This is an optimization exercise on Yosys and OpenROAD, whose aim is small area, not a production implementation.
The RTL was checked by simulation tests, not by an equivalence proof against the original design.
Power figures rest on the tool's default switching activity, not on a simulated workload.

`design/flow/run.sh`:
```
#!/bin/bash
# synth_recipe.tcl (not shown) runs the flow's synth.tcl, then flattens the netlist and writes it again
# the make line also repeats each setting of config.mk as NAME=value (left out here)
make -C /OpenROAD-flow-scripts/flow DESIGN_CONFIG=/design/flow/config.mk WORK_HOME=/design/flow/orfs CLKGATE_MAP_FILE= SYNTH_SCRIPT=/design/flow/synth_recipe.tcl finish
```
`design/flow/config.mk`:
```
export PLATFORM = sky130hd
export DESIGN_NAME = alarmclock
export DESIGN_NICKNAME = alarmclock
export VERILOG_FILES = /design/flow/design.v
export SDC_FILE = /design/flow/constraint.sdc
export NUM_CORES = 4
export LEC_CHECK = 0
export ABC_AREA = 1
export CAP_MARGIN = 20
export CORE_MARGIN = 2
export CORE_UTILIZATION = 60
export SLEW_MARGIN = 20
```
`design/flow/design.v`:
```
module keyunit (
	input      clk   ,
	input      rstn  ,
	input      key   ,       
	output reg shape         
	);
	reg [6:0] t20ms;
	reg       t    ;
	reg [1:0] cm   ;
	wire done = t20ms == 7'd99;
	always@(posedge clk or negedge rstn)     
		if(!rstn) t <= 1'b1;
		else t <= key;
	always@(posedge clk or negedge rstn)
		if(!rstn) begin
			shape <= 0;
			t20ms <= 0;
			cm    <= 0;
		end else begin
			shape <= cm == 2'd3 && done;
			t20ms <= (cm[0] && !done) ? t20ms + 1'b1 : 7'd0;
			case (cm)
				2'd0: if (t && !key) cm <= 2'd1;
				2'd1: if (done) cm <= 2'd2;
				2'd2: if (!t && key) cm <= 2'd3;
				2'd3: if (done) cm <= 2'd0;
			endcase
		end
endmodule
module timebase (
  input  clk,
  input  reset,
  output ev_sec,      
  output ev_rx,       
  output ev_tx,       
  output ev_q,        
  output ev_x24,      
  output scan,        
  output [10:0] tone, 
  output bs_long,     
  output bs_short     
);
  reg started;
  reg [1:0] c4;
  reg [1:0] c3a, c3b;
  reg [2:0] c5a, c5b;
  reg [2:0] c7;
  reg [3:0] c13;
  reg [4:0] c17, c23, c31;
  reg [5:0] c37;
  reg [7:0] c229;
  reg [10:0] c1667;
  reg t42, t35, t28, t21, t18, t15, t63, t51;
  wire m3  = c3a == 2'd2;
  wire m9  = m3 && c3b == 2'd2;
  wire m5  = c5a == 3'd4;
  wire m25 = m5 && c5b == 3'd4;
  wire m7  = c7 == 3'd6;
  wire m13 = c13 == 4'd12;
  wire m17 = c17 == 5'd16;
  wire m23 = c23 == 5'd22;
  wire m31 = c31 == 5'd30;
  wire m37 = c37 == 6'd36;
  wire m229 = c229 == 8'd228;
  wire m1667 = c1667 == 11'd1666;
  always @(posedge clk, negedge reset)
    if (!reset) begin
      started <= 1'b0;
      c4 <= 0; c3a <= 0; c3b <= 0; c5a <= 0; c5b <= 0; c7 <= 0; c13 <= 0;
      c17 <= 0; c23 <= 0; c31 <= 0; c37 <= 0; c229 <= 0; c1667 <= 0;
      t42 <= 0; t35 <= 0; t28 <= 0; t21 <= 0; t18 <= 0; t15 <= 0; t63 <= 0; t51 <= 0;
    end else begin
      started <= 1'b1;
      c4 <= c4 + 1'b1;
      c3a <= m3 ? 2'd0 : c3a + 1'b1;
      if (m3) c3b <= (c3b == 2'd2) ? 2'd0 : c3b + 1'b1;
      c5a <= m5 ? 3'd0 : c5a + 1'b1;
      if (m5) c5b <= (c5b == 3'd4) ? 3'd0 : c5b + 1'b1;
      c7 <= m7 ? 3'd0 : c7 + 1'b1;
      c13 <= m13 ? 4'd0 : c13 + 1'b1;
      c17 <= m17 ? 5'd0 : c17 + 1'b1;
      c23 <= m23 ? 5'd0 : c23 + 1'b1;
      c31 <= m31 ? 5'd0 : c31 + 1'b1;
      c37 <= m37 ? 6'd0 : c37 + 1'b1;
      c229 <= m229 ? 8'd0 : c229 + 1'b1;
      c1667 <= m1667 ? 11'd0 : c1667 + 1'b1;
      t42 <= t42 ^ (c4[0] && m3 && m7);
      t35 <= t35 ^ (m5 && m7);
      t28 <= t28 ^ (c4 == 2'd3 && m7);
      t21 <= t21 ^ (m3 && m7);
      t18 <= t18 ^ (c4[0] && m9);
      t15 <= t15 ^ (m3 && m5);
      t63 <= t63 ^ (m9 && m7);
      t51 <= t51 ^ (m3 && m17);
    end
  assign ev_sec = started && c3a == 2'd0 && c1667 == 11'd0;
  assign ev_rx  = started && !c4[0] && c13 == 4'd0;
  assign ev_tx  = started && c4 == 2'd0 && c13 == 4'd0;
  assign ev_q   = started && c4 == 2'd0 && c3a == 2'd0 && c229 == 8'd0;
  assign ev_x24 = m25;
  assign scan = c5a[0] ^ c5b[0] ^ c4[0];
  assign tone = {t15, c17[0] ^ c4[0], t18, t21, c23[0] ^ c4[0], scan, t28,
                 c31[0] ^ c4[0], t35, c37[0] ^ c4[0], t42};
  assign bs_long = t63;
  assign bs_short = t51;
endmodule
module clock (clk,set,reset,Less_in,Middle_in,Big_in,Sec,Min,Hour,sign_out,Less_uart,Middle_uart,Big_uart,uart_sign,flag);
input set,reset,Less_in,Middle_in,Big_in,clk,uart_sign,flag;
output reg sign_out;
output reg [6:0]Sec;
output reg [6:0] Min;
output reg [6:0] Hour;
input [6:0]Less_uart,Middle_uart,Big_uart;
always@ (posedge clk , negedge reset)
begin
if (!reset)
begin
Sec <= 7'd58;
Min <= 7'd58;
Hour <= 7'd23;
sign_out <= 1'b0;
end
else if (flag && !set)
begin
if(Sec == 59 && Min != 59 && Hour <=23)  
begin
Min <= Min + 1'b1;
Sec <= 0;
end
else if (Hour == 23 && Min == 59 && Sec == 59 )  
begin
Hour <= 0;
Min <= 0;
Sec <= 0;
sign_out <= 1'b1;
end
else if (Hour < 23 && Min == 59 && Sec == 59 )  
begin
Hour <= Hour + 1'b1;
Min <= 0;
Sec <= 0;
end
else  
begin
Sec <= Sec + 1'b1;
sign_out <= 1'b0;
end
end
else if(set && !uart_sign)
begin
if(Less_in && !Middle_in && !Big_in)
Sec <= (Sec == 59) ? 7'd0 : Sec + 1'b1;
else if(!Less_in && Middle_in && !Big_in)
Min <= (Min == 59) ? 7'd0 : Min + 1'b1;
else if(!Less_in && !Middle_in && Big_in)
Hour <= (Hour == 23) ? 7'd0 : Hour + 1'b1;
end
else if (set && uart_sign)
begin
Sec <= Less_uart;
Min <= Middle_uart;
Hour <= Big_uart;
end
end
endmodule
module claendar (clk,Less,Middle,Big,Day,Month,Year,sign_in,reset,set,Less_uart,Middle_uart,Big_uart,uart_sign);
input clk,Less,Middle,Big,sign_in,reset,set,uart_sign;
input [6:0]Less_uart,Middle_uart,Big_uart;
output reg [6:0]Year;
output reg [6:0]Day;
output reg [6:0]Month;
reg x;
reg flag;
reg v, f, l;
always@ (posedge clk,negedge reset)
begin
if (!reset)
begin
x <= 1'b0;
flag <= 1'b0;
end
else
begin
flag <= sign_in;
x <= sign_in ? !flag : x;
end
end
always@ (posedge clk,negedge reset)
begin
if (!reset) begin v <= 1'b1; f <= 1'b0; l <= 1'b1; end
else
case (Month)
7'd1, 7'd3, 7'd5, 7'd7, 7'd8, 7'd10, 7'd12 : begin v <= 1'b1; f <= 1'b0; l <= 1'b1; end
7'd4, 7'd6, 7'd9, 7'd11 : begin v <= 1'b1; f <= 1'b0; l <= 1'b0; end
7'd2 : begin v <= 1'b1; f <= 1'b1; l <= (Year[1:0] == 2'b00); end
default begin v <= 1'b0; f <= 1'b0; l <= 1'b0; end
endcase
end
wire last = v && Day >= {2'b00, 5'd28} + {f ? 2'd0 : 2'd2} + l;
always@(posedge clk,negedge reset)
begin
if (!reset)
begin
Year <= 7'd24;
Day <= 7'd3;
Month <= 7'd3;
end
else if (set && !uart_sign)
begin
if (Less && !Middle && !Big)
Day <= last ? 7'd1 : Day + 1'b1;
else if (!Less && Middle && !Big)
Month <= (Month >= 12) ? 7'd1 : Month + 1'b1;
else if (!Less && !Middle && Big)
Year <= Year + 1'b1;
end
else if (set && uart_sign)
begin
Day <= Less_uart;
Month <= Middle_uart;
Year <= Big_uart;
end
else if (x)
begin
if (last)
begin
Day <= 7'd1;
Month <= Month + 1'b1;
end
else if (Month > 12)
begin
Year <= Year + 1'b1;
Month <= 7'd1;
end
else Day <= Day + 1'b1;
end
end
endmodule
module alarm (clk,set,reset,Sec,Min,Hour,Less_in,Big_in,Middle_in,stop,Sec_in,Min_in,Hour_in,music_out,Less_uart,Middle_uart,Big_uart,uart_sign);
input [6:0]Sec_in,Min_in,Hour_in;
input uart_sign;
input set,reset,Less_in,Big_in,Middle_in,clk,stop;
input [6:0] Less_uart,Middle_uart,Big_uart;
output reg [6:0]Sec;
output reg [6:0]Min;
output reg [6:0]Hour;
output reg music_out;
always@ (posedge clk,negedge reset)
begin
if(!reset)
begin
Sec <= 7'd0;
Min <= 7'd59;
Hour <= 7'd23;
end
else if (set && !uart_sign)
begin
if (Less_in && !Middle_in && !Big_in)
Sec <= (Sec >= 59) ? 7'd0 : Sec + 1'b1;
else if (!Less_in && Middle_in && !Big_in)
Min <= (Min >= 59) ? 7'd0 : Min + 1'b1;
else if (!Less_in && !Middle_in && Big_in)
Hour <= (Hour >= 23) ? 7'd0 : Hour + 1'b1;
end
else if (set && uart_sign)
begin
Sec <= Less_uart;
Min <= Middle_uart;
Hour <= Big_uart;
end
end
always@(posedge clk , negedge reset)
begin
if (!reset) music_out <= 1'b0;
else if (!stop) music_out <= 1'b0;
else if (Sec == Sec_in && Min == Min_in && Hour == Hour_in) music_out <= 1'b1;
end
endmodule
module baoshi (clk,reset,S_in,M_in,buzz,set_time,clk_1,clk_2);
input [6:0] S_in,M_in;
input set_time;
input clk,reset;
input clk_1,clk_2;    
output reg buzz;
always@ (posedge clk,negedge reset)
	begin
	if (!reset) buzz <= 1'b0;
	else if(set_time == 0)
	begin
		if (M_in == 59 && (S_in == 50 || S_in == 52 || S_in == 54 || S_in == 56 || S_in == 58)) buzz <= clk_2;
		else if (S_in == 0 && M_in == 0) buzz <= clk_1;
	end
	end
endmodule
module choosedisplay (clk,clock,calendar,set_time,set_clock,set_calendar,cal,ala,reset);
input clk,clock,calendar,set_time,set_clock,set_calendar,reset;
output reg cal, ala;    
reg [13:0] x;
reg flag;
always@ (posedge clk,negedge reset)
begin
if (!reset)
begin
flag <= 1'b0;
x <= 14'd0;
cal <= 1'b0;
ala <= 1'b0;
end
else if (flag)
begin
if (x == 14'd14999)
begin
flag <= 1'b0;
x <= 14'd0;
end
else x <= x + 1'b1;
end
else if (!calendar) begin cal <= 1'b1; ala <= 1'b0; flag <= 1'b1; end
else if (!clock) begin cal <= 1'b0; ala <= 1'b1; flag <= 1'b1; end
else if (set_time) begin cal <= 1'b0; ala <= 1'b0; end
else if (set_calendar) begin cal <= 1'b1; ala <= 1'b0; end
else if (set_clock) begin cal <= 1'b0; ala <= 1'b1; end
else begin cal <= 1'b0; ala <= 1'b0; end
end
endmodule
module choosesend (
input [6:0]Less,
input [6:0]Middle,
input [6:0]Big,
output [6:0]Less_o,
output [6:0]Middle_o,
output [6:0]Big_o
);
assign Less_o = Less;
assign Middle_o = Middle;
assign Big_o = Big;
endmodule
module dec2 (input [6:0] v, output [3:0] q, output [3:0] r);
  wire       q3 = v >= 7'd80;
  wire [6:0] v1 = q3 ? v - 7'd80 : v;
  wire       q2 = v1 >= 7'd40;
  wire [5:0] v2 = q2 ? v1 - 7'd40 : v1;
  wire       q1 = v2 >= 6'd20;
  wire [4:0] v3 = q1 ? v2 - 6'd20 : v2;
  wire       q0 = v3 >= 5'd10;
  wire [3:0] v4 = q0 ? v3 - 5'd10 : v3;
  assign q = {q3, q2, q1, q0};
  assign r = v4;
endmodule
module display (clk,reset,
  Sec,Min,Hour,aSec,aMin,aHour,Day,Month,Year,cal,ala,
  ev_x24,scan,DIG,Digitron_Out,stop);
input clk,reset,stop;
input [6:0] Sec,Min,Hour,aSec,aMin,aHour,Day,Month,Year;
input cal, ala;
input ev_x24, scan;
output reg [5:0]DIG;
output reg [7:0]Digitron_Out;
reg [3:0] count;
reg [3:0] P;
reg L60;
wire [5:0] DIG_n = (ev_x24 && !scan) ? {DIG[0],DIG[5:1]} : DIG;
wire [6:0] Ls = cal ? Day   : ala ? aSec  : Sec;
wire [6:0] Ms = cal ? Month : ala ? aMin  : Min;
wire [6:0] Bs = cal ? Year  : ala ? aHour : Hour;
wire [6:0] v = (!DIG_n[0] || !DIG_n[1]) ? Ls : (!DIG_n[2] || !DIG_n[3]) ? Ms : Bs;
wire hi = !DIG_n[1] || !DIG_n[3] || !DIG_n[5];
wire [3:0] q, r;
dec2 conv (.v(v), .q(q), .r(r));
wire cond = !L60 && !(!stop && ala);
wire dp = !DIG[2] || !DIG[4];
always@ (posedge clk,negedge reset)
begin
if (!reset)
begin
DIG <= 6'b111110;
P <= 4'd0;
L60 <= 1'b0;
count <= 4'd0;
Digitron_Out <= 8'b00000000;
end
else
begin
DIG <= DIG_n;
P <= hi ? q : r;
L60 <= Ls == 7'd60;
if (cond)
begin
count <= P;
case (count)
4'd0 : Digitron_Out <= {dp, 7'b0111111};
4'd1 : Digitron_Out <= {dp, 7'b0000110};
4'd2 : Digitron_Out <= {dp, 7'b1011011};
4'd3 : Digitron_Out <= {dp, 7'b1001111};
4'd4 : Digitron_Out <= {dp, 7'b1100110};
4'd5 : Digitron_Out <= {dp, 7'b1101101};
4'd6 : Digitron_Out <= {dp, 7'b1111101};
4'd7 : Digitron_Out <= {dp, 7'b0000111};
4'd8 : Digitron_Out <= {dp, 7'b1111111};
4'd9 : Digitron_Out <= {dp, 7'b1101111};
default;
endcase
end
else Digitron_Out <= 8'b01000000;  
end
end
endmodule
module music (
  input key,
  input clk,
  input reset,
  input quarter,
  input [10:0] tone,
  output reg beep
);
  reg [6:0] flag;
  always@ (posedge clk,negedge reset)
    if (!reset) flag <= 7'd97;
    else if (quarter) flag <= (flag == 7'd0 || !key) ? 7'd97 : flag - 1'b1;
  always@ (posedge clk,negedge reset)
    if (!reset) beep <= 1'b0;
    else if (key)
      case (flag)
      7'd0: beep <= tone[8];
      7'd1: beep <= tone[8];
      7'd2: beep <= tone[8];
      7'd3: beep <= tone[8];
      7'd4: beep <= tone[8];
      7'd5: beep <= tone[8];
      7'd6: beep <= tone[6];
      7'd7: beep <= tone[7];
      7'd8: beep <= tone[7];
      7'd9: beep <= tone[3];
      7'd10: beep <= tone[3];
      7'd11: beep <= tone[4];
      7'd12: beep <= tone[4];
      7'd13: beep <= tone[7];
      7'd14: beep <= tone[5];
      7'd15: beep <= tone[6];
      7'd16: beep <= tone[6];
      7'd17: beep <= tone[6];
      7'd18: beep <= tone[6];
      7'd19: beep <= tone[6];
      7'd20: beep <= tone[6];
      7'd21: beep <= tone[5];
      7'd22: beep <= tone[4];
      7'd23: beep <= tone[3];
      7'd24: beep <= tone[3];
      7'd25: beep <= tone[3];
      7'd26: beep <= tone[3];
      7'd27: beep <= tone[3];
      7'd28: beep <= tone[3];
      7'd29: beep <= tone[2];
      7'd30: beep <= tone[1];
      7'd31: beep <= tone[1];
      7'd32: beep <= tone[2];
      7'd33: beep <= tone[0];
      7'd34: beep <= tone[6];
      7'd35: beep <= tone[6];
      7'd36: beep <= tone[7];
      7'd37: beep <= tone[7];
      7'd38: beep <= tone[6];
      7'd39: beep <= tone[6];
      7'd40: beep <= tone[6];
      7'd41: beep <= tone[10];
      7'd42: beep <= tone[9];
      7'd43: beep <= tone[8];
      7'd44: beep <= tone[6];
      7'd45: beep <= tone[6];
      7'd46: beep <= tone[6];
      7'd47: beep <= tone[6];
      7'd48: beep <= tone[5];
      7'd49: beep <= tone[10];
      7'd50: beep <= tone[7];
      7'd51: beep <= tone[7];
      7'd52: beep <= tone[7];
      7'd53: beep <= tone[7];
      7'd54: beep <= tone[7];
      7'd55: beep <= tone[7];
      7'd56: beep <= tone[9];
      7'd57: beep <= tone[8];
      7'd58: beep <= tone[8];
      7'd59: beep <= tone[8];
      7'd60: beep <= tone[8];
      7'd61: beep <= tone[6];
      7'd62: beep <= tone[3];
      7'd63: beep <= tone[1];
      7'd64: beep <= tone[8];
      7'd65: beep <= tone[8];
      7'd66: beep <= tone[8];
      7'd67: beep <= tone[8];
      7'd68: beep <= tone[7];
      7'd69: beep <= tone[7];
      7'd70: beep <= tone[6];
      7'd71: beep <= tone[6];
      7'd72: beep <= tone[6];
      7'd73: beep <= tone[10];
      7'd74: beep <= tone[9];
      7'd75: beep <= tone[8];
      7'd76: beep <= tone[6];
      7'd77: beep <= tone[6];
      7'd78: beep <= tone[6];
      7'd79: beep <= tone[6];
      7'd80: beep <= tone[5];
      7'd81: beep <= tone[10];
      7'd82: beep <= tone[7];
      7'd83: beep <= tone[7];
      7'd84: beep <= 1'b0;
      7'd85: beep <= tone[7];
      7'd86: beep <= tone[7];
      7'd87: beep <= tone[7];
      7'd88: beep <= tone[7];
      7'd89: beep <= tone[9];
      7'd90: beep <= tone[8];
      7'd91: beep <= tone[8];
      7'd92: beep <= tone[8];
      7'd93: beep <= tone[8];
      7'd94: beep <= tone[6];
      7'd95: beep <= tone[3];
      7'd96: beep <= tone[1];
      default;
      endcase
endmodule
module receive (
input uart,
input clk,
input reset,
input clk_2,           
output reg [6:0]Less,
output reg [6:0]Middle,
output reg [6:0]Big
);
reg [3:0] bh, bl, mh, ml, lh, ll;
reg uart_d;
reg [6:0] cnt;
reg flag;
always@ (posedge clk,negedge reset)
begin
if (!reset)
begin
uart_d <= 1'b1;
flag <= 1'b0;
cnt <= 7'd0;
bh <= 4'd0; bl <= 4'd0; mh <= 4'd0; ml <= 4'd0; lh <= 4'd0; ll <= 4'd0;
Big <= 7'd0;
Middle <= 7'd0;
Less <= 7'd0;
end
else if (clk_2)
begin
uart_d <= uart;
flag <= uart_d && !uart;
if (cnt == 7'd0) cnt <= {6'd0, flag};
else if (cnt >= 7'd119) cnt <= 7'd0;
else cnt <= cnt + 1'b1;
case (cnt)
1 : bh[0] <= uart;
3 : bh[1] <= uart;
5 : bh[2] <= uart;
7 : bh[3] <= uart;
21 : bl[0] <= uart;
23 : bl[1] <= uart;
25 : bl[2] <= uart;
27 : bl[3] <= uart;
41 : mh[0] <= uart;
43 : mh[1] <= uart;
45 : mh[2] <= uart;
47 : mh[3] <= uart;
61 : ml[0] <= uart;
63 : ml[1] <= uart;
65 : ml[2] <= uart;
67 : ml[3] <= uart;
81 : lh[0] <= uart;
83 : lh[1] <= uart;
85 : lh[2] <= uart;
87 : lh[3] <= uart;
101 : ll[0] <= uart;
103 : ll[1] <= uart;
105 : ll[2] <= uart;
107 : ll[3] <= uart;
default ;
endcase
if (cnt == 7'd116)  
begin
Big <= bh * 7'd10 + bl;
Middle <= mh * 7'd10 + ml;
Less <= lh * 7'd10 + ll;
end
end
end
endmodule
module send (
input clk,
input reset,
input clk_2,              
input [6:0]Sec,
input [6:0]Min,
input [6:0]Hour,
input [6:0]Day,
input [6:0]Month,
input [6:0]Year,
output reg uart
);
reg half;
reg [4:0] c;
reg [3:0] b;
reg flag;    
reg nb;      
reg [6:0] val;
reg isdig, hi;
reg [7:0] ch;
always @* begin
  isdig = 1'b1; hi = 1'b0; val = Min; ch = 8'h00;
  case (c)
    5'd16: begin isdig = 1'b0; ch = 8'h32; end
    5'd15: begin isdig = 1'b0; ch = 8'h30; end
    5'd14: begin val = Year; hi = 1'b1; end
    5'd13: begin val = Year; end
    5'd12: begin isdig = 1'b0; ch = 8'h2d; end
    5'd11: begin val = Month; hi = 1'b1; end
    5'd10: begin val = Month; end
    5'd9:  begin isdig = 1'b0; ch = 8'h2d; end
    5'd8:  begin val = Day; hi = 1'b1; end
    5'd7:  begin val = Day; end
    5'd6:  begin isdig = 1'b0; ch = 8'h20; end
    5'd5:  begin val = Hour; hi = 1'b1; end
    5'd4:  begin val = Hour; end
    5'd3:  begin isdig = 1'b0; ch = 8'h3a; end
    5'd2:  begin val = Min; hi = 1'b1; end
    5'd1:  begin val = Min; end
    default: begin isdig = 1'b0; ch = 8'h0d; end
  endcase
end
wire [3:0] q, r;
dec2 conv (.v(val), .q(q), .r(r));
wire [7:0] chr = isdig ? {4'h3, hi ? q : r} : ch;
wire fbit = (b == 4'd9) ? 1'b0 : (b == 4'd0) ? 1'b1 : chr[4'd8 - b];
wire y0 = !half && c == 5'd0 && b == 4'd0;
wire show = !half || (c == 5'd0 && b == 4'd0);    
always@(posedge clk,negedge reset)
begin
if (!reset)
begin
half <= 1'b1; c <= 5'd16; b <= 4'd9;
flag <= 1'b0;
nb <= 1'b0;
uart <= 1'b1;
end
else
begin
nb <= fbit;
if (clk_2)
begin
uart <= (Sec != 7'd0 && !y0 && show) ? nb : 1'b1;
if (Sec == 7'd0) flag <= 1'b0;
else if (y0)
begin
half <= 1'b1; c <= 5'd16; b <= 4'd9;
flag <= 1'b1;
end
else if (!flag)
begin
if (b != 4'd0) b <= b - 1'b1;
else
begin
b <= 4'd9;
if (c != 5'd0) c <= c - 1'b1;
else begin c <= 5'd16; half <= 1'b0; end
end
end
end
end
end
endmodule
module alarmclock (clk,set_time,set_clock,set_calendar,reset,Less_in,Middle_in,Big_in,DIG,Digitron_Out,buzz,stop,clock,calendar,uart,uart_sign,uart_out);
input clk,reset,Less_in,Middle_in,Big_in,stop,uart,uart_sign;
input set_time,set_clock,set_calendar;
input clock,calendar;
output wire uart_out;
output [5:0]DIG;
output [7:0]Digitron_Out;
output buzz;
wire [6:0] Sec,Min,Hour,aSec,aMin,aHour,Day,Month,Year;
wire [6:0] Less_uart,Middle_uart,Big_uart,Less_r,Middle_r,Big_r;
wire sign_out;
wire pressa,pressb,pressc;
wire music_out;
wire beep1,beep2;
wire cal, ala;
wire ev_sec, ev_rx, ev_tx, ev_q, ev_x24, scan, bs_long, bs_short;
wire [10:0] tone;
timebase TB (.clk(clk), .reset(reset), .ev_sec(ev_sec), .ev_rx(ev_rx), .ev_tx(ev_tx), .ev_q(ev_q),
  .ev_x24(ev_x24), .scan(scan), .tone(tone), .bs_long(bs_long), .bs_short(bs_short));
clock U1 (clk,set_time,reset,pressa,pressb,pressc,Sec,Min,Hour,sign_out,Less_uart,Middle_uart,Big_uart,uart_sign,ev_sec);
display U2 (.clk(clk), .reset(reset), .Sec(Sec), .Min(Min), .Hour(Hour), .aSec(aSec), .aMin(aMin), .aHour(aHour),
  .Day(Day), .Month(Month), .Year(Year), .cal(cal), .ala(ala), .ev_x24(ev_x24), .scan(scan),
  .DIG(DIG), .Digitron_Out(Digitron_Out), .stop(stop));
keyunit U3 (clk,reset,Less_in,pressa);
keyunit U10 (clk,reset,Middle_in,pressb);
keyunit U11 (clk,reset,Big_in,pressc);
baoshi U4 (clk,reset,Sec,Min,beep1,set_time,bs_long,bs_short);
claendar U5 (clk,pressa,pressb,pressc,Day,Month,Year,sign_out,reset,set_calendar,Less_uart,Middle_uart,Big_uart,uart_sign);
alarm U7 (clk,set_clock,reset,aSec,aMin,aHour,pressa,pressc,pressb,stop,Sec,Min,Hour,music_out,Less_uart,Middle_uart,Big_uart,uart_sign);
music U6 (.key(music_out), .clk(clk), .reset(reset), .quarter(ev_q), .tone(tone), .beep(beep2));
choosedisplay U9 (clk,clock,calendar,set_time,set_clock,set_calendar,cal,ala,reset);
receive U12 (.uart(uart), .clk(clk), .reset(reset), .clk_2(ev_rx), .Less(Less_r), .Middle(Middle_r), .Big(Big_r));
choosesend U13 (Less_r,Middle_r,Big_r,Less_uart,Middle_uart,Big_uart);
send U14 (.clk(clk), .reset(reset), .clk_2(ev_tx), .Sec(Sec), .Min(Min), .Hour(Hour), .Day(Day), .Month(Month), .Year(Year), .uart(uart_out));
assign buzz = music_out ? beep2 : beep1;
endmodule
```
`design/flow/constraint.sdc`:
```
create_clock -name core_clock -period 10.0 [get_ports {clk}]
set_input_delay 2.0000 -clock core_clock [delete_from_list [all_inputs] [get_ports {clk}]]
set_output_delay 2.0000 -clock core_clock [all_outputs]
set_load 0.01 [all_outputs]
```
==> metrics.md, run 1 <==
| Metric | Value |
|---|---|
| Outcome | finished clean |
| Slew Limit Headroom | 27.6% |
| Yosys reg bits | 287 |
| Number of fill cells in the layout | 2529 |
| RePlAce Congestion | 0.977 |
| Tot GR Track Use | 30.4% |
| Startpoint Class | register |
| Num rows | 63 |
| Setup crit end kind | register |
| Clock transition at the registers of the reported paths | 60 ps |
| Peak supply drop | 205 uV |
| Max FO, Critical Path | 28 |
| Synth top area cells | dfrtp_1 33%, nand2_1 9.4%, inv_1 6.9%, ha_1 6.9%, dfstp_2 6.7% |
| Data arrival, critical path | 5060 ps |
| Skew final | 11.5 ps |
| Synth-to-layout area growth | 9.77% |
| Clk buf depth | 3 |
| Via count | 16306 |
| Fin nets | 2535 |
| Most frequent cells in the layout | 457 x nand2_1, 336 x inv_1, 265 x nor2_1 |
| Initial Util | 61.1% |
| 1st-iter DRT viols | 1472 |
| Core area | 0.0297 sq mm |
| Max-cap violations | 0 |
| Hold/Removal Path Class | reg -> reg |
| RSZ-0062 raised after global routing | no |
| DRT Wirelength | 47.0 mm |
| Final total power | 3.20 mW |
| Switching Fraction | 31.2% |
| Ant. Diodes | 0 |
| Die W | 178 microns |
| Lkg Pwr | 9.48 nW |
| Hold buffer count at CTS | 0 |
| Core Util, Final | 67.1% |
| Global-route wire length before repair | 78.2 mm |
| Final Slew Violations | 0 |
| Net Count, Synth | 2504 |
| PortBufs | 28 |
| Mapped cell area | 0.0182 sq mm |
| Worst path required time | 10450 ps |
| Final hold viol count | 0 |
| Final period util | 46.1% |
| Vias per cell | 5.76 |
| Routed len/inst | 16.6 microns |
| Net Sw Power | 0.999 mW |
| DR DRC count | 0 |
| YS warnings | 11 |
| Clock sinks | 287 |
| Mapped Cells | 2385 |
| Tmin final | 4610 ps |
| Achievable frequency | 217 MHz |
| Fraction of layout cells with a size suffix above 1 | 8.44% |
| Total gr overflow | 0 |
| Slew @ Worst Pin | 1090 ps |
| H-tree depth | 1 |
| Post-CTS sizing | 0 |
| Most used cell, CP | nand2_1 |
| P_int | 2.21 mW |
| IO Pins | 29 |
| Max stage delay cell, worst path | clkinv_1 |
| CTS Root Cell | clkbuf_16 |
| Gate power share | 19.6% |
| Synth Flop Type | dfrtp_1 |
| Pre-Repair DR Iteration Count | 6 |
| Die Area | 0.0317 sq mm |
| Most common cell after layout, fill and taps aside | nand2_1 |
| CTS tree | yes |
| Critical path type | reg -> reg |
| Slack of the critical path | 5390 ps |
| Initial antenna violation count | 0 |
| Setup Buffers After CTS | 0 |
| Vias in the first global route | 15931 |
| Setup TNS Final | 0 ps |
| Final setup fails | 0 |
| Avg Cell Area, Syn | 7.62 sq um |
| Largest net degree at the start of global routing | 85 |
| Post-synth EDFFs | 0 |
| Yosys top cell area share | 33.2% |
| Biggest area consumer among synthesized cells | dfrtp_1 |
| Setup WS pre-CTS | 5030 ps |
| Die Y | 178 microns |
| Worst path max stage delay | 690 ps |
| Synth async-reset ratio | 100% |
| Synth cell types | 67 |
| PwrDens | 161 mW/mm^2 |
| Num CTS Buffers | 31 |
| Sequential share of power | 42.9% |
| Dpl hpwl | 35.6 mm |
| Register area share after synthesis | 39.9% |
| Skew-Pair Late Insertion Delay | 570 ps |
| WHS | 425 ps |
| Detail Route Antenna Nets | 0 |
| Clock power frac | 37.6% |
power groups by stage:
| stage | Combinational, mW | Clock (mW) | Sequential (mW) |
|---|---|---|---|
| floorplan | 0.460 | 0 | 1.34 |
| global placement | 0.587 | 0 | 1.39 |
| detailed placement | 0.616 | 0 | 1.39 |
| CTS | 0.620 | 1.22 | 1.37 |
| global route | 0.713 | 1.27 | 1.38 |
| finish | 0.627 | 1.20 | 1.37 |
worst max-delay path: cells and delay by family, from the launching register on:
kind	cells	cell delay, ps
buffers and inverters	3	790
AOI/OAI and AO/OA	3	560
DFF	1	630
and+or+nand+nor	20	1920
adders and majority gates	3	580
routing by layer:
metal	up-vias	share of wire [%]	routed length [microns]	track usage [%]
li1	7944	-	-	-
met5	-	0	0	0
met1	7650	43	20400	41.0
met2	590	46	21700	50.6
met3	122	7.0	3300	4.31
met4	0	3.5	1660	10.4
through the flow:
| stage | std cells | instance area (sq um) |
|---|---|---|
| 4_1_cts | 2830 | 19900 |
| 2_1_floorplan | 2385 | 18200 |
| 5_1_grt | 2831 | 19900 |
| 3_5_place_dp | 2772 | 18800 |
| 3_3_place_gp | 2772 | 18800 |
| 6_report | 2831 | 19900 |
layout make-up:
| class | count | area, sq um | area share (%) |
|---|---|---|---|
| Inverter | 365 | 1380 | 6.93 |
| Timing Repair Buffer | 34 | 334 | 1.68 |
| Clock inverter | 16 | 169 | 0.847 |
| Clock buffer | 42 | 917 | 4.60 |
| Multi-Input combinational cell | 1697 | 9410 | 47.2 |
| Sequential cell | 287 | 7240 | 36.3 |
| Tap cell | 390 | 488 | 2.45 |
flip-flops by register name, summed over array words and instances, names as in the netlist, 8 cells and up:
signal,count
U9.x,14
TB.c229,8
TB.c1667,11
U2.Digitron_Out,8
synth_stat cells (7+ instances only):
library cell / count
clkinv_1: 7
nand3_1: 133
nor2_1: 265
nor3b_1: 13
o221ai_1: 8
o22ai_1: 19
inv_2: 19
nand2_2: 24
xnor2_1: 22
nand3_2: 11
o2111ai_1: 7
nor3_1: 71
ha_1: 100
nand4_1: 29
nand2_4: 8
o21ai_0: 195
xor2_1: 46
nand2_1: 457
a22oi_1: 25
nor4_1: 19
dfrtp_1: 241
clkbuf_1: 32
o211ai_1: 22
o31ai_1: 8
and3_1: 7
dfstp_2: 46
inv_1: 336
o21ai_1: 7
a21oi_1: 122
worst paths after layout:
check / from / slack [ps] / cells past startpoint / to
setup / recovery: U9.cal$_DFFE_PN0N_ / 5390 / 29 / U2.P[1]$_DFF_PN0_
hold / removal: U5.flag$_DFF_PN0_ / 420 / 1 / U5.x$_DFFE_PN0P_
setup reg to reg: U9.cal$_DFFE_PN0N_ / 5390 / 29 / U2.P[1]$_DFF_PN0_
hold reg to reg: U5.flag$_DFF_PN0_ / 420 / 1 / U5.x$_DFFE_PN0P_
max in group asynchronous: reset / 7320 / 2 / U12.mh[2]$_DFFE_PN0P_
min in group asynchronous: reset / 1360 / 1 / TB.c37[4]$_DFF_PN0_
logic make-up after synthesis:
kind of cell / synth area share (%)
AO/OA/AOI/OAI: 14.7
XOR/XNOR: 3.28
adder cells (fa/ha/maj): 7.55
buffers and inverters: 8.42
flip-flops: 39.9
multiplexers: 0.124
other: 0.0206
AND/OR/NAND/NOR: 26.0
==> run 2: changes to the inputs <==
--- a/design/flow/design.v
+++ b/design/flow/design.v
@@ -7,7 +7,7 @@
 	reg [6:0] t20ms;
 	reg       t    ;
 	reg [1:0] cm   ;
-	wire done = t20ms == 7'd99;
+	wire done = t20ms[0] && t20ms[1] && t20ms[2] && !t20ms[3] && !t20ms[4] && !t20ms[5] && !t20ms[6];
 	always@(posedge clk or negedge rstn)     
 		if(!rstn) t <= 1'b1;
 		else t <= key;
@@ -18,7 +18,7 @@
 			cm    <= 0;
 		end else begin
 			shape <= cm == 2'd3 && done;
-			t20ms <= (cm[0] && !done) ? t20ms + 1'b1 : 7'd0;
+			t20ms <= (cm[0] && !done) ? {t20ms[5:0], ~^{t20ms[0], t20ms[6]}} : 7'd0;
 			case (cm)
 				2'd0: if (t && !key) cm <= 2'd1;
 				2'd1: if (done) cm <= 2'd2;
@@ -27,83 +27,6 @@
 			endcase
 		end
 endmodule
-module timebase (
-  input  clk,
-  input  reset,
-  output ev_sec,      
-  output ev_rx,       
-  output ev_tx,       
-  output ev_q,        
-  output ev_x24,      
-  output scan,        
-  output [10:0] tone, 
-  output bs_long,     
-  output bs_short     
-);
-  reg started;
-  reg [1:0] c4;
-  reg [1:0] c3a, c3b;
-  reg [2:0] c5a, c5b;
-  reg [2:0] c7;
-  reg [3:0] c13;
-  reg [4:0] c17, c23, c31;
-  reg [5:0] c37;
-  reg [7:0] c229;
-  reg [10:0] c1667;
-  reg t42, t35, t28, t21, t18, t15, t63, t51;
-  wire m3  = c3a == 2'd2;
-  wire m9  = m3 && c3b == 2'd2;
-  wire m5  = c5a == 3'd4;
-  wire m25 = m5 && c5b == 3'd4;
-  wire m7  = c7 == 3'd6;
-  wire m13 = c13 == 4'd12;
-  wire m17 = c17 == 5'd16;
-  wire m23 = c23 == 5'd22;
-  wire m31 = c31 == 5'd30;
-  wire m37 = c37 == 6'd36;
-  wire m229 = c229 == 8'd228;
-  wire m1667 = c1667 == 11'd1666;
-  always @(posedge clk, negedge reset)
-    if (!reset) begin
-      started <= 1'b0;
-      c4 <= 0; c3a <= 0; c3b <= 0; c5a <= 0; c5b <= 0; c7 <= 0; c13 <= 0;
-      c17 <= 0; c23 <= 0; c31 <= 0; c37 <= 0; c229 <= 0; c1667 <= 0;
-      t42 <= 0; t35 <= 0; t28 <= 0; t21 <= 0; t18 <= 0; t15 <= 0; t63 <= 0; t51 <= 0;
-    end else begin
-      started <= 1'b1;
-      c4 <= c4 + 1'b1;
-      c3a <= m3 ? 2'd0 : c3a + 1'b1;
-      if (m3) c3b <= (c3b == 2'd2) ? 2'd0 : c3b + 1'b1;
-      c5a <= m5 ? 3'd0 : c5a + 1'b1;
-      if (m5) c5b <= (c5b == 3'd4) ? 3'd0 : c5b + 1'b1;
-      c7 <= m7 ? 3'd0 : c7 + 1'b1;
-      c13 <= m13 ? 4'd0 : c13 + 1'b1;
-      c17 <= m17 ? 5'd0 : c17 + 1'b1;
-      c23 <= m23 ? 5'd0 : c23 + 1'b1;
-      c31 <= m31 ? 5'd0 : c31 + 1'b1;
-      c37 <= m37 ? 6'd0 : c37 + 1'b1;
-      c229 <= m229 ? 8'd0 : c229 + 1'b1;
-      c1667 <= m1667 ? 11'd0 : c1667 + 1'b1;
-      t42 <= t42 ^ (c4[0] && m3 && m7);
-      t35 <= t35 ^ (m5 && m7);
-      t28 <= t28 ^ (c4 == 2'd3 && m7);
-      t21 <= t21 ^ (m3 && m7);
-      t18 <= t18 ^ (c4[0] && m9);
-      t15 <= t15 ^ (m3 && m5);
-      t63 <= t63 ^ (m9 && m7);
-      t51 <= t51 ^ (m3 && m17);
-    end
-  assign ev_sec = started && c3a == 2'd0 && c1667 == 11'd0;
-  assign ev_rx  = started && !c4[0] && c13 == 4'd0;
-  assign ev_tx  = started && c4 == 2'd0 && c13 == 4'd0;
-  assign ev_q   = started && c4 == 2'd0 && c3a == 2'd0 && c229 == 8'd0;
-  assign ev_x24 = m25;
-  assign scan = c5a[0] ^ c5b[0] ^ c4[0];
-  assign tone = {t15, c17[0] ^ c4[0], t18, t21, c23[0] ^ c4[0], scan, t28,
-                 c31[0] ^ c4[0], t35, c37[0] ^ c4[0], t42};
-  assign bs_long = t63;
-  assign bs_short = t51;
-endmodule
 module clock (clk,set,reset,Less_in,Middle_in,Big_in,Sec,Min,Hour,sign_out,Less_uart,Middle_uart,Big_uart,uart_sign,flag);
 input set,reset,Less_in,Middle_in,Big_in,clk,uart_sign,flag;
 output reg sign_out;
@@ -295,8 +218,9 @@
 module choosedisplay (clk,clock,calendar,set_time,set_clock,set_calendar,cal,ala,reset);
 input clk,clock,calendar,set_time,set_clock,set_calendar,reset;
 output reg cal, ala;    
-reg [13:0] x;
+reg [13:0] x;           
 reg flag;
+wire done = !x[0] && !x[1] && x[3] && !x[4] && !x[5] && x[6] && x[7] && x[8] && !x[9] && !x[10] && x[11] && x[12] && !x[13];  
 always@ (posedge clk,negedge reset)
 begin
 if (!reset)
@@ -306,14 +230,12 @@
 cal <= 1'b0;
 ala <= 1'b0;
 end
-else if (flag)
+else
 begin
-if (x == 14'd14999)
+x <= (flag && !done) ? {x[12:0], ~^{x[0], x[1], x[9], x[13]}} : 14'd0;
+if (flag)
 begin
-flag <= 1'b0;
-x <= 14'd0;
-end
-else x <= x + 1'b1;
+if (done) flag <= 1'b0;
 end
 else if (!calendar) begin cal <= 1'b1; ala <= 1'b0; flag <= 1'b1; end
 else if (!clock) begin cal <= 1'b0; ala <= 1'b1; flag <= 1'b1; end
@@ -322,6 +244,7 @@
 else if (set_clock) begin cal <= 1'b0; ala <= 1'b1; end
 else begin cal <= 1'b0; ala <= 1'b0; end
 end
+end
 endmodule
 module choosesend (
 input [6:0]Less,
@@ -335,6 +258,100 @@
 assign Middle_o = Middle;
 assign Big_o = Big;
 endmodule
+  module timebase (
+    input  clk,
+    input  reset,
+    output ev_sec,      
+    output ev_rx,       
+    output ev_tx,       
+    output ev_q,        
+    output ev_x24,      
+    output scan,        
+    output [10:0] tone, 
+    output bs_long,     
+    output bs_short     
+  );
+    reg started;
+    reg [1:0] c4;
+    reg [1:0] c3a;
+  reg [1:0] c3b;
+  reg [2:0] c5a;
+  reg [2:0] c5b;
+  reg [2:0] c7;
+  reg [3:0] c13;
+  reg [4:0] c17;
+  reg [4:0] c23;
+  reg [4:0] c31;
+  reg [5:0] c37;
+  reg [7:0] c229;
+  reg [10:0] c1667;
+  reg t42, t37, t35, t31, t28, t25, t23, t21, t18, t17, t15, t63, t51;
+    wire m3  = (c3a[1]);
+    wire m9  = m3 && (c3b[1]);
+    wire m5  = (c5a[0] && !c5a[1]);
+    wire m25 = m5 && (c5b[0] && !c5b[1]);
+    wire m7  = (!c7[0] && !c7[1] && c7[2]);
+    wire m17 = (c17[0] && c17[1] && c17[2] && !c17[3]);
+    wire m23 = (c23[0] && c23[1] && !c23[2] && !c23[3]);
+    wire m31 = (!c31[0] && !c31[1] && !c31[2] && !c31[3] && c31[4]);
+    wire m37 = (!c37[1] && !c37[2] && !c37[3] && !c37[4]);
+    always @(posedge clk, negedge reset)
+      if (!reset) begin
+        started <= 1'b0;
+        c4 <= 2'd0;
+        c3a <= 2'd0;
+      c3b <= 2'd0;
+      c5a <= 3'd3;
+      c5b <= 3'd3;
+      c7 <= 3'd0;
+      c13 <= 4'd4;
+      c17 <= 5'd15;
+      c23 <= 5'd6;
+      c31 <= 5'd0;
+      c37 <= 6'd2;
+      c229 <= 8'd197;
+      c1667 <= 11'd1784;
+      t42 <= 0; t37 <= 0; t35 <= 0; t31 <= 0; t28 <= 0; t25 <= 0; t23 <= 0;
+        t21 <= 0; t18 <= 0; t17 <= 0; t15 <= 0; t63 <= 0; t51 <= 0;
+      end else begin
+        started <= 1'b1;
+        c4 <= c4 + 1'b1;
+        c3a <= {c3a[0:0], ~^{c3a[0], c3a[1]}};
+      if (m3) c3b <= {c3b[0:0], ~^{c3b[0], c3b[1]}};
+      c5a <= {c5a[1:0], ~^{c5a[0], c5a[2]} ^ (c5a[0] && !c5a[1])};
+      if (m5) c5b <= {c5b[1:0], ~^{c5b[0], c5b[2]} ^ (c5b[0] && !c5b[1])};
+      c7 <= {c7[1:0], ~^{c7[0], c7[2]}};
+      c13 <= {c13[2:0], ~^{c13[0], c13[3]} ^ (!c13[0] && c13[1] && !c13[2])};
+      c17 <= {c17[3:0], ~^{c17[0], c17[4]} ^ (c17[0] && c17[1] && c17[2] && !c17[3])};
+      c23 <= {c23[3:0], ~^{c23[1], c23[4]} ^ (c23[0] && c23[1] && !c23[2] && !c23[3])};
+      c31 <= {c31[3:0], ~^{c31[1], c31[4]}};
+      c37 <= {c37[4:0], ~^{c37[0], c37[5]} ^ (!c37[1] && !c37[2] && !c37[3] && !c37[4])};
+      c229 <= {c229[6:0], ~^{c229[0], c229[1], c229[6], c229[7]} ^ (!c229[0] && c229[1] && !c229[2] && !c229[3] && !c229[4] && c229[5] && c229[6])};
+      c1667 <= {c1667[9:0], ~^{c1667[1], c1667[10]} ^ (!c1667[0] && !c1667[1] && c1667[2] && c1667[3] && c1667[4] && c1667[5] && c1667[6] && !c1667[7] && c1667[8])};
+      t42 <= t42 ^ (c4[0] && m3 && m7);
+        t37 <= t37 ^ m37;
+        t35 <= t35 ^ (m5 && m7);
+        t31 <= t31 ^ m31;
+        t28 <= t28 ^ (c4 == 2'd3 && m7);
+        t25 <= t25 ^ m25;
+        t23 <= t23 ^ m23;
+        t21 <= t21 ^ (m3 && m7);
+        t18 <= t18 ^ (c4[0] && m9);
+        t17 <= t17 ^ m17;
+        t15 <= t15 ^ (m3 && m5);
+        t63 <= t63 ^ (m9 && m7);
+        t51 <= t51 ^ (m3 && m17);
+      end
+    assign ev_sec = started && (!c3a[0] && !c3a[1]) && (!c1667[0] && !c1667[2] && c1667[3] && c1667[4] && c1667[5] && c1667[6] && c1667[7] && !c1667[8] && c1667[9]);
+    assign ev_rx  = started && !c4[0] && (!c13[1] && c13[2] && !c13[3]);
+    assign ev_tx  = started && c4 == 2'd0 && (!c13[1] && c13[2] && !c13[3]);
+    assign ev_q   = started && c4 == 2'd0 && (!c3a[0] && !c3a[1]) && (!c229[1] && c229[2] && !c229[3] && !c229[4] && !c229[5] && c229[6] && c229[7]);
+    assign ev_x24 = m25;
+    assign scan = t25;
+    assign tone = {t15, t17, t18, t21, t23, t25, t28, t31, t35, t37, t42};
+    assign bs_long = t63;
+    assign bs_short = t51;
+  endmodule
 module dec2 (input [6:0] v, output [3:0] q, output [3:0] r);
   wire       q3 = v >= 7'd80;
   wire [6:0] v1 = q3 ? v - 7'd80 : v;
@@ -354,12 +371,18 @@
 input [6:0] Sec,Min,Hour,aSec,aMin,aHour,Day,Month,Year;
 input cal, ala;
 input ev_x24, scan;
-output reg [5:0]DIG;
+output [5:0]DIG;
 output reg [7:0]Digitron_Out;
 reg [3:0] count;
 reg [3:0] P;
 reg L60;
-wire [5:0] DIG_n = (ev_x24 && !scan) ? {DIG[0],DIG[5:1]} : DIG;
+reg [2:0] js;
+wire [2:0] js_n = (ev_x24 && !scan) ? {js[1:0], !js[2]} : js;
+function [5:0] digsel(input [2:0] s);
+  digsel = {s[0] && !s[1], s[1] && !s[2], s[2] && s[0], s[1] && !s[0], s[2] && !s[1], !s[2] && !s[0]};
+endfunction
+assign DIG = ~digsel(js);
+wire [5:0] DIG_n = ~digsel(js_n);
 wire [6:0] Ls = cal ? Day   : ala ? aSec  : Sec;
 wire [6:0] Ms = cal ? Month : ala ? aMin  : Min;
 wire [6:0] Bs = cal ? Year  : ala ? aHour : Hour;
@@ -373,7 +396,7 @@
 begin
 if (!reset)
 begin
-DIG <= 6'b111110;
+js <= 3'b000;
 P <= 4'd0;
 L60 <= 1'b0;
 count <= 4'd0;
@@ -381,7 +404,7 @@
 end
 else
 begin
-DIG <= DIG_n;
+js <= js_n;
 P <= hi ? q : r;
 L60 <= Ls == 7'd60;
 if (cond)
@@ -530,10 +553,15 @@
 output reg [6:0]Middle,
 output reg [6:0]Big
 );
-reg [3:0] bh, bl, mh, ml, lh, ll;
+reg [23:0] sr;
 reg uart_d;
 reg [6:0] cnt;
 reg flag;
+reg take;
+always @* case (cnt)
+  7'd1, 7'd3, 7'd5, 7'd7, 7'd21, 7'd23, 7'd25, 7'd27, 7'd41, 7'd43, 7'd45, 7'd47, 7'd61, 7'd63, 7'd65, 7'd67, 7'd81, 7'd83, 7'd85, 7'd87, 7'd101, 7'd103, 7'd105, 7'd107: take = 1'b1;
+  default: take = 1'b0;
+endcase
 always@ (posedge clk,negedge reset)
 begin
 if (!reset)
@@ -541,7 +569,7 @@
 uart_d <= 1'b1;
 flag <= 1'b0;
 cnt <= 7'd0;
-bh <= 4'd0; bl <= 4'd0; mh <= 4'd0; ml <= 4'd0; lh <= 4'd0; ll <= 4'd0;
+sr <= 24'd0;
 Big <= 7'd0;
 Middle <= 7'd0;
 Less <= 7'd0;
@@ -553,38 +581,12 @@
 if (cnt == 7'd0) cnt <= {6'd0, flag};
 else if (cnt >= 7'd119) cnt <= 7'd0;
 else cnt <= cnt + 1'b1;
-case (cnt)
-1 : bh[0] <= uart;
-3 : bh[1] <= uart;
-5 : bh[2] <= uart;
-7 : bh[3] <= uart;
-21 : bl[0] <= uart;
-23 : bl[1] <= uart;
-25 : bl[2] <= uart;
-27 : bl[3] <= uart;
-41 : mh[0] <= uart;
-43 : mh[1] <= uart;
-45 : mh[2] <= uart;
-47 : mh[3] <= uart;
-61 : ml[0] <= uart;
-63 : ml[1] <= uart;
-65 : ml[2] <= uart;
-67 : ml[3] <= uart;
-81 : lh[0] <= uart;
-83 : lh[1] <= uart;
-85 : lh[2] <= uart;
-87 : lh[3] <= uart;
-101 : ll[0] <= uart;
-103 : ll[1] <= uart;
-105 : ll[2] <= uart;
-107 : ll[3] <= uart;
-default ;
-endcase
+if (take) sr <= {sr[22:0], uart};
 if (cnt == 7'd116)  
 begin
-Big <= bh * 7'd10 + bl;
-Middle <= mh * 7'd10 + ml;
-Less <= lh * 7'd10 + ll;
+Big <= {sr[20],sr[21],sr[22],sr[23]} * 7'd10 + {sr[16],sr[17],sr[18],sr[19]};
+Middle <= {sr[12],sr[13],sr[14],sr[15]} * 7'd10 + {sr[8],sr[9],sr[10],sr[11]};
+Less <= {sr[4],sr[5],sr[6],sr[7]} * 7'd10 + {sr[0],sr[1],sr[2],sr[3]};
 end
 end
 end
==> design/flow/flow/run.sh (new file) <==
#!/bin/bash
# Own flow: the standard layout (standard.sh, all ORFS steps and settings unchanged),
# except that synthesis maps the logic with the area-oriented ABC script
# flow/abc_area2.script instead of ORFS's abc_area.script. Everything else in
# synthesis (front end, -nofsm -noshare, flip-flop mapping, flatten, renames) is
# synth_recipe.tcl's, so the registers are the standard synthesis's.
set -euo pipefail
W=$(pwd)
F=$W/flow
# copy of ORFS synth.tcl whose abc call uses our script
sed 's|^  log_cmd abc {\*}\$abc_args|  set abc_args [lreplace $abc_args 1 1 $::env(OWN_ABC_SCRIPT)]\n  log_cmd abc {*}$abc_args|' \
  "$FLOW_HOME/scripts/synth.tcl" > "$W/own_synth_core.tcl"
grep -q OWN_ABC_SCRIPT "$W/own_synth_core.tcl"
# synth_recipe.tcl, sourcing that copy
sed "s|^source \$::env(SCRIPTS_DIR)/synth.tcl|source $W/own_synth_core.tcl|" synth_recipe.tcl > "$W/own_synth.tcl"
grep -q own_synth_core.tcl "$W/own_synth.tcl"
# standard.sh with that synthesis script
sed -E "s|SYNTH_SCRIPT=[^ ]+|SYNTH_SCRIPT=$W/own_synth.tcl|" standard.sh > "$W/own_standard.sh"
grep -q own_synth.tcl "$W/own_standard.sh"
export OWN_ABC_SCRIPT=$F/abc_area2.script
bash "$W/own_standard.sh" > "$W/own_flow.log" 2>&1
==> design/flow/flow/abc_area2.script (new file) <==
strash
scorr
dc2
dch -f
amap -m
topo
==> design/flow/standard.sh (new file) <==
#!/bin/bash
# synth_recipe.tcl (not shown) runs the flow's synth.tcl, then flattens the netlist and writes it again
# the make line also repeats each setting of config.mk as NAME=value (left out here)
make -C /OpenROAD-flow-scripts/flow DESIGN_CONFIG=/design/flow/config.mk WORK_HOME=/design/flow/orfs CLKGATE_MAP_FILE= SYNTH_SCRIPT=/design/flow/synth_recipe.tcl "${@:-finish}"
--- a/design/flow/config.mk
+++ b/design/flow/config.mk
@@ -8,5 +8,5 @@
 export ABC_AREA = 1
 export CAP_MARGIN = 20
 export CORE_MARGIN = 2
-export CORE_UTILIZATION = 60
+export CORE_UTILIZATION = 70
 export SLEW_MARGIN = 20
removed: design/flow/run.sh
==> run 2 against run 1 <==
- global-route usage up 6.0 points
- clock power barely moved
- routed wire length is 9.4% lower
- sequential cell count rose by 2
- power up 1.6%
- sequential power about the same
- synthesized cell count decreased by 25%
- non-clock buffer count grew 8
- critical endpoint is now U2.P[2]$_DFF_PN0_
- largest cell class is now flip-flops and latches
- largest power group unchanged
- highest routed layer unchanged
==> metrics.md, run 2 <==
| Metric | Value |
|---|---|
| RSZ-0062 raised after global routing | no |
| Hold/Removal Path Class | reg -> reg |
| Synth Flop Type | dfrtp_1 |
| Crit Reg-Reg Endpoint | U2.P[2]$_DFF_PN0_ |
| Largest net degree at the start of global routing | 145 (+71%) |
| Yosys top cell area share | 36.1% (+2.9 points) |
| Via count | 14274 (-12%) |
| M2 GR Usage | 59.6% (+9.0 points) |
| Most frequent cells after synthesis | 306 x clkinv_1, 254 x nor2_1, 225 x dfrtp_1 |
| Hold buffer count at CTS | 0 (unchanged) |
| Final setup fails | 0 (unchanged) |
| Setup Buffers After CTS | 0 (unchanged) |
| Min-Delay Startpoint | TB.c1667[5]$_DFF_PN1_ |
| Global Route met3 Usage | 5.05% (+0.74 points) |
| Final period util | 76.2% (+30 points) |
| Most used cell, CP | clkinv_1 |
| DRT Wirelength | 42.6 mm (-9.4%) |
| Clock transition at the registers of the reported paths | 60 ps (about the same) |
| Fraction of layout cells with a size suffix above 1 | 6.91% (-1.5 points) |
| Final total power | 3.26 mW (+1.6%) |
| Outcome | finished clean |
| Most numerous cell in the Yosys netlist | clkinv_1 |
| 1st-iter DRT viols | 1982 (+35%) |
| Initial Util | 71.5% (+10 points) |
| YS warnings | 11 (unchanged) |
| Tot GR Track Use | 36.4% (+6.0 points) |
| Die W | 153 microns (-14%) |
| Largest register FFs | 24 (+10) |
| Final Slew Violations | 0 (unchanged) |
| Core Util, Final | 79.9% (+13 points) |
| Final hold viol count | 0 (unchanged) |
| Startpoint Class | register |
| Critical path type | reg -> reg |
| RePlAce Congestion | 1.03 (+5.8%) |
| Max FO, Critical Path | 15 (-46%) |
| Tmin final | 7620 ps (+3010 ps) |
| Biggest regs | U12.sr (24), U9.x (14), TB.c1667 (11) |
| Clk buf depth | 3 (unchanged) |
| Num rows | 54 (-14%) |
| Avg Cell Area, Syn | 8.74 sq um (+15%) |
| Synth-to-layout area growth | 11.8% |
| Slack of the critical path | 2380 ps (-3010 ps) |
| Die Area | 0.0235 sq mm (-26%) |
| Fin area | 0.0174 sq mm (-13%) |
| PortBufs | 28 (unchanged) |
| R2R setup slack | 2380 ps (-3010 ps) |
| Vias in the first global route | 13799 (-13%) |
| Most common cell after layout, fill and taps aside | clkinv_1 |
| Non-filler instance count after layout | 2162 (-24%) |
| Skew final | 18.4 ps (+6.85 ps) |
| Dpl hpwl | 30.3 mm (-15%) |
| Post-CTS sizing | 0 (unchanged) |
| Pre-Repair DR Iteration Count | 7 (+1) |
| Worst Hold Path Cells | 0 (-1) |
| PwrDens | 187 mW/mm^2 (+16%) |
| Achievable frequency | 131 MHz (-40%) |
| Total gr overflow | 0 (unchanged) |
| Routed len/inst | 19.7 microns (+19%) |
| Fin nets | 1959 (-23%) |
| Setup TNS Final | 0 ps (unchanged) |
| Worst path required time | 10490 ps (+40 ps) |
| Synth async-reset ratio | 100% (unchanged) |
| Die Y | 153 microns (-14%) |
| Synth cell types | 53 (-21%) |
| Core area | 0.0218 sq mm (-27%) |
| Mapped cell area | 0.0156 sq mm (-14%) |
| Ant. Diodes | 0 (unchanged) |
| Post-synth EDFFs | 0 (unchanged) |
| CTS Root Cell | clkbuf_16 |
| Slew Limit Headroom | 33.7% (+6.1 points) |
| Yosys reg bits | 289 (+0.70%) |
| Biggest register | U12.sr |
| Met1 Use GR | 49.3% (+8.3 points) |
| Detail Route Antenna Nets | 0 (unchanged) |
| Slew @ Worst Pin | 984 ps (-102 ps) |
| Clock sinks | 289 (+0.70%) |
| Area after DPL | 0.0163 sq mm (-13%) |
| DR DRC count | 0 (unchanged) |
| Peak supply drop | 158 uV (-23%) |
| Placed cells | 2106 (-24%) |
| Max-cap violations | 0 (unchanged) |
| Max stage delay cell, worst path | dfstp_2 |
| IO Pins | 29 (unchanged) |
| H-tree depth | 1 (unchanged) |
| CTS tree | yes |
| Worst path max stage delay | 540 ps (-150 ps) |
| Setup crit end kind | register |
| Skew-Pair Late Insertion Delay | 570 ps (about the same) |
| RR Startpoint | TB.c5a[0]$_DFF_PN1_ |
| Synth top area cells | dfrtp_1 36%, dfstp_2 11%, clkinv_1 7.4%, ha_1 6.5%, nor2_1 6.1% |
| Global-route wire length before repair | 69.8 mm (-11%) |
| Most frequent cells in the layout | 306 x clkinv_1, 254 x nor2_1, 225 x dfrtp_1 |
| Setup WS pre-CTS | 2520 ps (-2510 ps) |
| Initial antenna violation count | 0 (unchanged) |
| Mapped Cells | 1786 (-25%) |
| WHS | 369 ps (-55.7 ps) |
| Register area share after synthesis | 46.9% (+7.0 points) |
| Net Count, Synth | 1886 (-25%) |
| Vias per cell | 6.60 (+15%) |
| Worst Reg2Reg Path Length in Cells | 32 (+10%) |
| Num CTS Buffers | 29 (-6.5%) |
| Biggest area consumer among synthesized cells | dfrtp_1 |
| Most used routing layer | met2 |
| Lkg Pwr | 7.04 nW (-26%) |
| Data arrival, critical path | 8110 ps (+3050 ps) |
| Worst min-delay path endpoint | TB.c1667[6]$_DFF_PN1_ |
run 2: changes by cell type in the layout (fill, tap and decap cells not counted), sizes merged, moves of 26 or more:
cell,change
clkinv,+292
xor2,-43
nand2,-378
inv,-355
a221oi,+31
o21ai,-87
o22ai,+110
nor2b,+27
nand3,-128
a211oi,+26
run 2: logic make-up (layout without fill, tap and decap cells):
group	count (synthesis)	count (layout)	synth area share [%]
XOR/XNOR	5	5	0.281
other	1	1	0.0240
buffers and inverters	306	402	7.36
AO/OA/AOI/OAI	568	568	23.3
flip-flops	289	289	46.9
adder cells (fa/ha/maj)	87	87	7.26
AND/OR/NAND/NOR	529	529	14.8
multiplexers	1	1	0.0722
run 2: worst max-delay path, delay by kind of cell, from the launching register on:
kind | cells | cell delay [ps]
simple gates | 5 | 710
buf+inv | 8 | 1660
flops | 1 | 540
compound gates | 15 | 3710
fa+ha+maj | 4 | 950
run 2: how the worst max path moves through the flow:
stage	from	endpoint
after CTS	TB.c5a[0]$_DFF_PN1_	U2.P[2]$_DFF_PN0_
after global placement	TB.c5a[0]$_DFF_PN1_	U2.P[2]$_DFF_PN0_
after detailed placement	TB.c5a[0]$_DFF_PN1_	U2.P[2]$_DFF_PN0_
after global routing	TB.c5a[0]$_DFF_PN1_	U2.P[2]$_DFF_PN0_
final	TB.c5a[0]$_DFF_PN1_	U2.P[2]$_DFF_PN0_
after floorplan	TB.c5a[0]$_DFF_PN1_	U2.P[2]$_DFF_PN0_
run 2: report_power, final:
part,leakage [nW],internal [mW],switching [mW]
Sequential,3.52,1.26,0.0786
Clock,0.529,0.740,0.471
Combinational,2.99,0.261,0.440
run 2: metal layers:
layer / wire length (microns) / share of wire (%)
met5: 0 / 0
met1: 16600 / 39
met2: 20000 / 47
met3: 3900 / 9.2
met4: 2000 / 4.7
run 2: layout make-up:
| class | count | area (sq um) |
|---|---|---|
| Clock buffer | 39 | 833 |
| Clock inverter | 15 | 243 |
| Fill cell | 1359 | 4380 |
| Inverter | 306 | 1150 |
| Multi-Input combinational cell | 1191 | 7140 |
| Sequential cell | 289 | 7310 |
| Tap cell | 280 | 350 |
| Timing Repair Buffer | 42 | 408 |
==> run 3: changes to the inputs <==
==> design/flow/run.sh (new file) <==
#!/bin/bash
# synth_recipe.tcl (not shown) runs the flow's synth.tcl, then flattens the netlist and writes it again
# the make line also repeats each setting of config.mk as NAME=value (left out here)
make -C /OpenROAD-flow-scripts/flow DESIGN_CONFIG=/design/flow/config.mk WORK_HOME=/design/flow/orfs CLKGATE_MAP_FILE= SYNTH_SCRIPT=/design/flow/synth_recipe.tcl finish
removed: design/flow/flow/run.sh
removed: design/flow/flow/abc_area2.script
removed: design/flow/standard.sh
==> run 3 against run 2 <==
- still clean
- sequential cell count is the same
- non-clock buffer count shrank 7
- combinational power grew 27%
- die area grew 8.2%
- highest routed layer unchanged
==> metrics.md, run 3 <==
| Metric | Value |
|---|---|
| Compound-cell area share of the yosys netlist | 15.3% (-8.0 points) |
| Routed len/inst | 17.3 microns (-12%) |
| Final period util | 51.8% (-24 points) |
| Most frequent cells after synthesis | 398 x nand2_1, 307 x inv_1, 227 x nor2_1 |
| Most common cell after layout, fill and taps aside | nand2_1 |
| Core area | 0.0236 sq mm (+8.2%) |
| Hold/Removal Path Class | reg -> reg |
| DRT Wirelength | 42.9 mm (+0.84%) |
| Instance count on the critical path | 35 (+9.4%) |
| Placed cells | 2430 (+15%) |
| Max stage delay cell, worst path | dfstp_2 |
| Num rows | 56 (+3.7%) |
| Initial antenna violation count | 0 (unchanged) |
| Worst path max stage delay | 540 ps (about the same) |
| Final setup fails | 0 (unchanged) |
| Die W | 159 microns (+4.0%) |
| Biggest regs | U12.sr (24), U9.x (14), TB.c1667 (11) |
| Die Y | 159 microns (+4.0%) |
| Register area share after synthesis | 43.2% (-3.7 points) |
| Final Slew Violations | 0 (unchanged) |
| Lkg Pwr | 8.80 nW (+25%) |
| Synth Flop Type | dfrtp_1 |
| Synth async-reset ratio | 100% (unchanged) |
| Final hold viol count | 0 (unchanged) |
| Hold buffer count at CTS | 0 (unchanged) |
| Reg area | 0.00731 sq mm (about the same) |
| Worst Path Buf+Inv | 5 (-3) |
| Tmin final | 5180 ps (-2440 ps) |
| PwrDens | 189 mW/mm^2 (+1.1%) |
| Setup crit end kind | register |
| CP top delay family | simple AND/OR/NAND/NOR gates |
| CTS tree | yes |
| Post-synth EDFFs | 0 (unchanged) |
| Tot GR Track Use | 33.7% (-2.7 points) |
| Ant. Diodes | 0 (unchanged) |
| Clock sinks | 289 (unchanged) |
| Detail Route Antenna Nets | 0 (unchanged) |
| Initial Util | 71.7% (+0.17 points) |
| Synth top area cells | dfrtp_1 33%, dfstp_2 9.9%, nand2_1 8.8%, inv_1 6.8%, ha_1 6.0% |
| Skew-Pair Late Insertion Delay | 580 ps (about the same) |
| Non-filler instance count after layout | 2488 (+15%) |
| Fraction of layout cells with a size suffix above 1 | 9.54% (+2.6 points) |
| Number of fill cells in the layout | 1638 (+21%) |
| Area of the multi-input gates | 0.00823 sq mm (+15%) |
| Simple-gate portion of the synthesized area | 22.0% (+7.2 points) |
| Yosys top cell area share | 33.3% (-2.8 points) |
| Vias per cell | 5.99 (-9.2%) |
| Mapped Cells | 2115 (+18%) |
| H-tree depth | 1 (unchanged) |
| Synth cell types | 68 (+28%) |
| Startpoint Class | register |
| Total gr overflow | 0 (unchanged) |
| Setup TNS Final | 0 ps (unchanged) |
| Achievable frequency | 193 MHz (+47%) |
| Most frequent cells in the layout | 398 x nand2_1, 307 x inv_1, 227 x nor2_1 |
| RSZ-0062 raised after global routing | no |
| Worst Hold Path Cells | 0 (unchanged) |
| Outcome | finished clean |
| Skew final | 17.6 ps (-0.783 ps) |
| Slew @ Worst Pin | 1010 ps (+25.4 ps) |
| Peak supply drop | 180 uV (+14%) |
| Clk buf depth | 3 (unchanged) |
| Most numerous cell in the Yosys netlist | nand2_1 |
| XOR/XNOR share of the synthesized area | 4.18% (+3.9 points) |
| Post-CTS sizing | 0 (unchanged) |
| Synth-to-layout area growth | 9.74% |
| RePlAce Congestion | 1.02 (-1.5%) |
| Dpl hpwl | 30.4 mm (+0.39%) |
| Critical path type | reg -> reg |
| PortBufs | 28 (unchanged) |
| CTS Root Cell | clkbuf_16 |
| Mapped cell area | 0.0169 sq mm (+8.5%) |
| Max-cap violations | 0 (unchanged) |
| Die Area | 0.0254 sq mm (+8.2%) |
| Worst Reg2Reg Path Length in Cells | 35 (+9.4%) |
| YS warnings | 11 (unchanged) |
| Vias in the first global route | 14400 (+4.4%) |
| DR DRC count | 0 (unchanged) |
| Yosys reg bits | 289 (unchanged) |
| Most used cell, CP | nand2_1 |
| Worst path required time | 10460 ps (-30 ps) |
| Data arrival, critical path | 5640 ps (-2470 ps) |
| Adder-cell share of the synthesized area | 6.70% (-0.57 points) |
| IO Pins | 29 (unchanged) |
| Slew Limit Headroom | 32.7% (-1.0 points) |
| Avg Cell Area, Syn | 8.00 sq um (-8.4%) |
| Setup Buffers After CTS | 0 (unchanged) |
| Post-synthesis mux area share | 0.399% (+0.33 points) |
| Num CTS Buffers | 31 (+6.9%) |
| Clock transition at the registers of the reported paths | 60 ps (about the same) |
| Main combinational cell family by area after synthesis | simple AND/OR/NAND/NOR gates |
| Max FO, Critical Path | 11 (-4) |
| Largest register FFs | 24 (unchanged) |
| Biggest register | U12.sr |
| Fin nets | 2244 (+15%) |
| Largest net degree at the start of global routing | 171 (+18%) |
| Pre-Repair DR Iteration Count | 8 (+1) |
| Global-route wire length before repair | 71.0 mm (+1.7%) |
| Via count | 14913 (+4.5%) |
| Biggest area consumer among synthesized cells | dfrtp_1 |
| 1st-iter DRT viols | 1844 (-7.0%) |
| Net Count, Synth | 2215 (+17%) |
[run 3: cell types whose count changed after synthesis, sizes merged, moves of 22 or more]
cell / delta
inv: +321
nand2: +318
clkinv: -301
o22ai: -113
nand3: +89
o21ai: +63
xor2: +53
clkbuf: +33
a221oi: -29
nor2b: -27
o211ai: +27
xnor2: +22
[run 3: worst paths after layout]
| kind | from | end | slack [ps] |
|---|---|---|---|
| max | TB.c5a[0]$_DFF_PN1_ | U2.P[2]$_DFF_PN0_ | 4820 |
| min | TB.c17[2]$_DFF_PN1_ | TB.c17[3]$_DFF_PN1_ | 370 |
| max reg2reg | TB.c5a[0]$_DFF_PN1_ | U2.P[2]$_DFF_PN0_ | 4820 |
| min reg2reg | TB.c17[2]$_DFF_PN1_ | TB.c17[3]$_DFF_PN1_ | 370 |
| max in group asynchronous | reset | U12.sr[11]$_DFFE_PN0P_ | 7090 |
| min in group asynchronous | reset | U6.flag[2]$_DFFE_PN0P_ | 1480 |
[run 3: cells by family (layout without fill, tap and decap cells)]
family,Yosys count,in the layout
compound gates,431,431
other cells,1,1
buf+inv,365,419
flops,289,289
xor+xnor,80,80
mux,6,6
simple gates,856,856
fa+ha+maj,87,87
[run 3: per-layer routing]
metal	wire length, microns	GRT usage [%]	vias up
met3	3180	4.85	144
met2	20300	56.2	665
li1	-	-	7014
met5	0	0	-
met4	1600	11.2	0
met1	17800	45.8	7090
[run 3: report_power, final]
part	total, mW	internal (mW)	switching, mW
Combinational	0.887	0.320	0.567
Sequential	1.44	1.31	0.131
Clock	1.18	0.691	0.491
[run 3: worst reg2reg max path, delay by kind of cell (launching register included)]
family	cells	cell delay, ps
AND/OR/NAND/NOR	19	1950
flip-flops	1	540
AO/OA/AOI/OAI	5	890
adder cells (fa/ha/maj)	4	890
XOR/XNOR	2	470
buffers and inverters	5	320
[run 3: cell type report]
| class | count | share of cell area, % |
|---|---|---|
| inverters | 326 | 6.61 |
| repair buffers | 35 | 1.89 |
| multi-input cells | 1461 | 44.3 |
| clock buffers | 44 | 4.71 |
| flip-flops and latches | 289 | 39.4 |
| clock inverters | 14 | 0.977 |
| well taps | 319 | 2.15 |
[run 3: through the flow]
step           setup slack [ps]  total power [mW]  hold slack (ps)  instance area (sq um)  utilization, %
2_1_floorplan              5570              2.05              346                  16900               -
3_3_place_gp               5090              2.26              353                  17500            74.2
3_5_place_dp               4860              2.31              357                  17500            74.2
4_1_cts                    4820              3.49              366                  18600            78.7
5_1_grt                    4270              3.68              372                  18600            78.7
6_report                   4820              3.50              366                  18600            78.7

static timing again, ports no longer ideal:
In the flow no input, the clock included, has a driving cell. The finished layouts below were timed again as built, in two steps.
Step 1 sets driving cells, clkbuf_16 on the clock port and buf_2 on the other inputs (assumed; they add their load-dependent delay and slew).
Step 2 also shifts input and output timing later by t, the mid clock arrival at the registers, as if the neighbouring blocks saw the same clock.
a / b / c = ideal ports / drivers / drivers and shift; a / b = the first two.
run | t, ns | setup slack, ns
run 1 | 0.613 | 5.391 / 5.391 / 5.189
run 2 | 0.609 | 2.381 / 2.381 / 2.381
run 3 | 0.623 | 4.820 / 4.820 / 4.638
After both steps every run listed still meets setup and hold.
